Source: an optimization exercise on an open RTL-to-GDS flow (aim: small area, a short achievable clock period and few clock cycles per item). Production flows keep margins and buffers that such runs may drop.
RTL that was checked went through simulation tests only; none was proved equivalent to the original.
Power figures rest on the tool's default switching activity, not on a simulated workload.

## action_config
module action_config
#(parameter
    C_S_AXI_ADDR_WIDTH = 16,
    C_S_AXI_DATA_WIDTH = 32
)(
    input                                   clk                   ,
    input                                   resetn                 ,
    input  wire [C_S_AXI_ADDR_WIDTH-1:0]   s_axi_AWADDR,
    input  wire                            s_axi_AWVALID,
    output wire                            s_axi_AWREADY,
    input  wire [C_S_AXI_DATA_WIDTH-1:0]   s_axi_WDATA,
    input  wire [C_S_AXI_DATA_WIDTH/8-1:0] s_axi_WSTRB,
    input  wire                            s_axi_WVALID,
    output wire                            s_axi_WREADY,
    output wire [1:0]                      s_axi_BRESP,
    output wire                            s_axi_BVALID,
    input  wire                            s_axi_BREADY,
    input  wire [C_S_AXI_ADDR_WIDTH-1:0]   s_axi_ARADDR,
    input  wire                            s_axi_ARVALID,
    output wire                            s_axi_ARREADY,
    output wire [C_S_AXI_DATA_WIDTH-1:0]   s_axi_RDATA,
    output wire [1:0]                      s_axi_RRESP,
    output wire                            s_axi_RVALID,
    input  wire                            s_axi_RREADY,
    output reg [31:0]                      data_collection_mode     ,
    output reg [47:0]                      fpga_mac_addr            ,
    output reg [31:0]                      fpga_ipv4_addr           ,
  ...
Settings: LEC_CHECK=0, CAP_MARGIN=20, CORE_MARGIN=2, CORE_UTILIZATION=50, PLACE_DENSITY=0.85, SETUP_SLACK_MARGIN=2.0, SLEW_MARGIN=60, TNS_END_PERCENT=0; clock period 4.0 ns.
standard.sh (not shown) runs the stock make flow with config.mk's settings and CLKGATE_MAP_FILE= SYNTH_SCRIPT=/design/flow/synth_recipe.tcl, a recipe that flattens the netlist after the stock synthesis.
==> flow/flow/run.sh <==
#!/bin/bash
# Standard ORFS flow, with small port buffers, large clock sink clusters and no CTS dummy loads.
set -e
export BUFFER_PORTS_ARGS="-buffer_cell sky130_fd_sc_hd__buf_1"
export CTS_ARGS="-sink_clustering_enable -repair_clock_nets -dont_use_dummy_load -sink_clustering_size 25 -sink_clustering_max_diameter 80"
bash standard.sh > standard.log 2>&1
The starting point passed the timing, design-rule and antenna checks.
Testbench counts at the start, summed over its fixed seeds: cycles 2,995, transactions 4,800.
Change:
==> flow/flow/run.sh (replaced) <==
#!/bin/bash
# Standard ORFS flow, with small port buffers, large clock sink clusters and no CTS dummy loads.
set -e
export BUFFER_PORTS_ARGS="-buffer_cell sky130_fd_sc_hd__buf_1"
export CTS_ARGS="-sink_clustering_enable -repair_clock_nets -dont_use_dummy_load -sink_clustering_size 16 -sink_clustering_max_diameter 60 -root_buf sky130_fd_sc_hd__clkbuf_16 -buf_list sky130_fd_sc_hd__clkbuf_8"
bash standard.sh > standard.log 2>&1
CORE_UTILIZATION = 55   (was 50)
PLACE_DENSITY = 0.75   (was 0.85)
What happened: Register-to-register slack got worse by 0.11 ns; clock-buffer cell count went up by 14; routed wire length is lower by a few percent; maximum frequency came out higher by a few percent; via count shrinks slightly; flip-flop and latch count does not change.


Another version of the RTL of action_config (not shown whole).
Size: roughly 1500 cells after synthesis, roughly 26000 µm² of cells after synthesis.
// action_config
module action_config
#(parameter
    C_S_AXI_ADDR_WIDTH = 16,
    C_S_AXI_DATA_WIDTH = 32
)(
    input                                   clk                   ,
    input                                   resetn                 ,
    input  wire [C_S_AXI_ADDR_WIDTH-1:0]   s_axi_AWADDR,
    input  wire                            s_axi_AWVALID,
    output wire                            s_axi_AWREADY,
    input  wire [C_S_AXI_DATA_WIDTH-1:0]   s_axi_WDATA,
    input  wire [C_S_AXI_DATA_WIDTH/8-1:0] s_axi_WSTRB,
    input  wire                            s_axi_WVALID,
    output wire                            s_axi_WREADY,
    output wire [1:0]                      s_axi_BRESP,
    output wire                            s_axi_BVALID,
    input  wire                            s_axi_BREADY,
    input  wire [C_S_AXI_ADDR_WIDTH-1:0]   s_axi_ARADDR,
    input  wire                            s_axi_ARVALID,
    output wire                            s_axi_ARREADY,
    output wire [C_S_AXI_DATA_WIDTH-1:0]   s_axi_RDATA,
    output wire [1:0]                      s_axi_RRESP,
    output wire                            s_axi_RVALID,
    input  wire                            s_axi_RREADY,
  ...
clock: 4.0 ns
lec_check: 0
cap_margin: 20
core_margin: 2
core_utilization: 65
setup_slack_margin: 1.75
slew_margin: 60
==> flow/flow/run.sh <==
#!/bin/bash
# Standard ORFS flow, with small port buffers, large clock sink clusters and no CTS dummy loads.
set -e
export BUFFER_PORTS_ARGS="-buffer_cell sky130_fd_sc_hd__buf_1"
export CTS_ARGS="-sink_clustering_enable -repair_clock_nets -dont_use_dummy_load -sink_clustering_size 25 -sink_clustering_max_diameter 80"
bash standard.sh > standard.log 2>&1
The baseline ended with an error in I/O pin placement (3_2_place_iop), error PPL-0024.
Testbench counts at the start, summed over its fixed seeds: cycles 2,995, transactions 4,800.
Rerun with:
CORE_UTILIZATION = 55   (was 65)
SETUP_SLACK_MARGIN = 2.2   (was 1.75)
TNS_END_PERCENT = 0   (was unset)
=> The changed run completed with no timing, DRC or antenna violations. Synthesized area stays the same. Synthesized cell count stays the same.
Rerun with:
SETUP_SLACK_MARGIN = 2.0   (was 2.2)
The new run completed without violations.
Wire length stays the same.
Sequential share of layout area does not change.
Register-to-register slack barely changes.


Another version of the RTL of action_config (not shown whole).
Size: about 670 flip-flops.
## action_config
module action_config
#(parameter
    C_S_AXI_ADDR_WIDTH = 16,
    C_S_AXI_DATA_WIDTH = 32
)(
    input                                   clk                   ,
    input                                   resetn                 ,
    input  wire [C_S_AXI_ADDR_WIDTH-1:0]   s_axi_AWADDR,
    input  wire                            s_axi_AWVALID,
    output wire                            s_axi_AWREADY,
    input  wire [C_S_AXI_DATA_WIDTH-1:0]   s_axi_WDATA,
    input  wire [C_S_AXI_DATA_WIDTH/8-1:0] s_axi_WSTRB,
    input  wire                            s_axi_WVALID,
    output wire                            s_axi_WREADY,
    output wire [1:0]                      s_axi_BRESP,
    output wire                            s_axi_BVALID,
    input  wire                            s_axi_BREADY,
    input  wire [C_S_AXI_ADDR_WIDTH-1:0]   s_axi_ARADDR,
    input  wire                            s_axi_ARVALID,
    output wire                            s_axi_ARREADY,
    output wire [C_S_AXI_DATA_WIDTH-1:0]   s_axi_RDATA,
    output wire [1:0]                      s_axi_RRESP,
    output wire                            s_axi_RVALID,
    input  wire                            s_axi_RREADY,
    output reg [31:0]                      data_collection_mode     ,
    output reg [47:0]                      fpga_mac_addr            ,
    output reg [31:0]                      fpga_ipv4_addr           ,
    output reg [31:0]                      one_over_energy          ,
    output reg [31:0]                      frames_per_trigger       ,
    output reg [7:0]                       nmodules                 ,
    output reg [3:0]                       nstorage_cells           ,
    output reg                             data_collection_start    ,
    output reg                             data_collection_cancel   ,
  ...
export LEC_CHECK = 0
export CAP_MARGIN = 20
export CORE_MARGIN = 2
export CORE_UTILIZATION = 50
export PLACE_DENSITY = 0.75
export SETUP_SLACK_MARGIN = 2.0
export SLEW_MARGIN = 60
export TNS_END_PERCENT = 0
create_clock -name core_clock -period 4.0 [get_ports {clk}]
Scripts as last shown in full above: flow/flow/run.sh
Edit:
--- a/flow/config.mk
+++ b/flow/config.mk
@@ -9,5 +9,4 @@
 export CORE_MARGIN = 2
 export CORE_UTILIZATION = 50
-export PLACE_DENSITY = 0.75
 export SETUP_SLACK_MARGIN = 2.0
 export SLEW_MARGIN = 60
What happened: The changed run ran to the end with no violations. Sequential share of layout area climbs by 0.27 points. Sequential power hardly moves. Die area is unchanged. Area after synthesis does not change. Worst setup slack degrades by 18 ps.
No functional check of the RTL was part of any run of this note.


== the baseline ==
action_config, a different RTL version from the one above (not shown whole).
Size in the first run: roughly 1600 cells after synthesis, ~670 flip-flops, roughly 740 I/O pins, about 26000 µm² of cells after synthesis.
Settings: LEC_CHECK=0, CAP_MARGIN=20, CORE_MARGIN=2, CORE_UTILIZATION=50, SETUP_SLACK_MARGIN=2.0, SLEW_MARGIN=60, TNS_END_PERCENT=0; clock period 4.0 ns.
Scripts as last shown in full above: flow/flow/run.sh
Testbench counts of the baseline, summed over its fixed seeds: cycles 2,995, transactions 4,800.
Setup changes, the baseline to the candidate
# the baseline
export LEC_CHECK = 0
export CAP_MARGIN = 20
export CORE_MARGIN = 2
export CORE_UTILIZATION = 50
export SETUP_SLACK_MARGIN = 2.0
export SLEW_MARGIN = 60
export TNS_END_PERCENT = 0
create_clock -name core_clock -period 4.0 [get_ports {clk}]
# the candidate
export LEC_CHECK = 0
export CAP_MARGIN = 20
export CORE_MARGIN = 2
export CORE_UTILIZATION = 50
export SETUP_SLACK_MARGIN = 1.75
export SLEW_MARGIN = 60
create_clock -name core_clock -period 4.0 [get_ports {clk}]
[summary]
- The candidate reached the end of the flow, and the finished layout is clean on the timing, design-rule and antenna checks.
- The candidate vs the baseline: cell count down
- The run showing the greater overall global routing resource usage is the baseline.
- Worst-case hold slack in the candidate is 0.0097 ns below the baseline.
- Compared with the baseline, in the candidate proportion of cell area spent on the clock network neither gained nor lost much, smallest setup slack after layout lost 0.042 ns.
- The candidate: total chip power lower than the baseline
- Comparing the candidate with the baseline, the share of the final layout cell area in multi-input gates came out essentially unchanged.
- Lower final clock period utilization by the worst path goes to the baseline over the candidate.


action_config with an RTL version that a note above also has.
For scale: roughly 670 flip-flops, ~740 I/O pins, about 26000 µm² of cells after synthesis.
Design action_config, start of the top module:
module action_config
#(parameter
    C_S_AXI_ADDR_WIDTH = 16,
    C_S_AXI_DATA_WIDTH = 32
)(
    input                                   clk                   ,
    input                                   resetn                 ,
    input  wire [C_S_AXI_ADDR_WIDTH-1:0]   s_axi_AWADDR,
    input  wire                            s_axi_AWVALID,
    output wire                            s_axi_AWREADY,
    input  wire [C_S_AXI_DATA_WIDTH-1:0]   s_axi_WDATA,
    input  wire [C_S_AXI_DATA_WIDTH/8-1:0] s_axi_WSTRB,
    input  wire                            s_axi_WVALID,
    output wire                            s_axi_WREADY,
    output wire [1:0]                      s_axi_BRESP,
    output wire                            s_axi_BVALID,
    input  wire                            s_axi_BREADY,
    input  wire [C_S_AXI_ADDR_WIDTH-1:0]   s_axi_ARADDR,
    input  wire                            s_axi_ARVALID,
    output wire                            s_axi_ARREADY,
    output wire [C_S_AXI_DATA_WIDTH-1:0]   s_axi_RDATA,
    output wire [1:0]                      s_axi_RRESP,
    output wire                            s_axi_RVALID,
    input  wire                            s_axi_RREADY,
    output reg [31:0]                      data_collection_mode     ,
    output reg [47:0]                      fpga_mac_addr            ,
    output reg [31:0]                      fpga_ipv4_addr           ,
    output reg [31:0]                      one_over_energy          ,
    output reg [31:0]                      frames_per_trigger       ,
    output reg [7:0]                       nmodules                 ,
  ...
export LEC_CHECK = 0
export CAP_MARGIN = 20
export CORE_MARGIN = 2
export CORE_UTILIZATION = 50
export PLACE_DENSITY = 0.75
export SETUP_SLACK_MARGIN = 2.0
export SLEW_MARGIN = 60
export TNS_END_PERCENT = 0
create_clock -name core_clock -period 4.0 [get_ports {clk}]
==> flow/flow/run.sh <==
#!/bin/bash
# Standard ORFS flow, with small port buffers, large clock sink clusters and no CTS dummy loads.
set -e
export BUFFER_PORTS_ARGS="-buffer_cell sky130_fd_sc_hd__buf_1"
export CTS_ARGS="-sink_clustering_enable -repair_clock_nets -dont_use_dummy_load -sink_clustering_size 12 -sink_clustering_max_diameter 50 -root_buf sky130_fd_sc_hd__clkbuf_16 -buf_list sky130_fd_sc_hd__clkbuf_8"
bash standard.sh > standard.log 2>&1
Testbench counts at the start, summed over its fixed seeds: cycles 2,995, transactions 4,800.
==> next run, changes <==
==> flow/flow/run.sh (replaced) <==
#!/bin/bash
# Standard ORFS flow, with small port buffers, large clock sink clusters and no CTS dummy loads.
set -e
export BUFFER_PORTS_ARGS="-buffer_cell sky130_fd_sc_hd__buf_1"
export CTS_ARGS="-sink_clustering_enable -repair_clock_nets -dont_use_dummy_load -sink_clustering_size 16 -sink_clustering_max_diameter 60 -root_buf sky130_fd_sc_hd__clkbuf_16 -buf_list sky130_fd_sc_hd__clkbuf_8"
bash standard.sh > standard.log 2>&1
--- a/flow/config.mk
+++ b/flow/config.mk
@@ -11 +11 @@
-export PLACE_DENSITY = 0.75
+export PLACE_DENSITY = 0.7
After rerunning:
- The changed run completed without violations
- core utilization went down by 0.61 points
- hold slack gets better by 0.0054 ns
- flip-flop and latch count does not change
- power went down by 4.2%
- count of clock-buffer cells in the layout came out lower by 19
- register-to-register slack loses 0.10 ns
- clock skew is lower by 0.0040 ns
- global-route usage went down by 0.47 points
- wire length stays flat
- maximum frequency came out lower by 2.4%

[afterwards: timing with drivers on the ports]
Ports are ideal in the flow. The routed layouts listed here were re-timed in OpenROAD. Step 1: set_driving_cell puts a clkbuf_16 on clk and a buf_2 on each other input, an assumption about the parent block. Step 2, shift: input delay + t, output delay - t, t = (earliest + latest rising clock arrival at the registers) / 2. This alone moves slack from input paths to output paths. Three values: no drivers, after step 1, after step 2; two values: the first two.
| run | t (ns) | slack for setup (ns) | hold WS [ns] | slew at the worst register clock pin (ns) |
|---|---|---|---|---|
| the first run of note 1 | 0.619 | 1.815 / 1.618 / 0.999 | 0.309 / 0.274 / 0.334 | 0.10 / 0.10 |
| the second run of note 1 | 0.625 | 1.875 / 1.694 / 1.069 | 0.298 / 0.263 / 0.340 | 0.10 / 0.10 |
| the second run of note 2 | 0.633 | 1.708 / 1.584 / 0.951 | 0.306 / 0.268 / 0.343 | 0.10 / 0.10 |
| the third run of note 2 | 0.633 | 1.708 / 1.584 / 0.951 | 0.306 / 0.268 / 0.343 | 0.10 / 0.10 |
| the first run of note 3 | 0.619 | 1.726 / 1.718 / 1.099 | 0.295 / 0.265 / 0.337 | 0.10 / 0.10 |
| the second run of note 3 | 0.623 | 1.708 / 1.697 / 1.073 | 0.299 / 0.267 / 0.334 | 0.10 / 0.10 |
| the baseline | 0.625 | 1.810 / 1.786 / 1.161 | 0.307 / 0.266 / 0.336 | 0.10 / 0.10 |
| the candidate | 0.639 | 1.767 / 1.759 / 1.120 | 0.297 / 0.260 / 0.341 | 0.10 / 0.10 |
| the first run of note 5 | 0.623 | 1.888 / 1.707 / 1.084 | 0.303 / 0.281 / 0.344 | 0.08 / 0.08 |
| the second run of note 5 | 0.629 | 1.837 / 1.783 / 1.153 | 0.308 / 0.271 / 0.338 | 0.11 / 0.11 |
After both steps setup and hold are still met in every run listed. The setup slack of the first run of note 1, which loses most, moves by -0.197 ns with the drivers and by -0.816 ns with both steps.
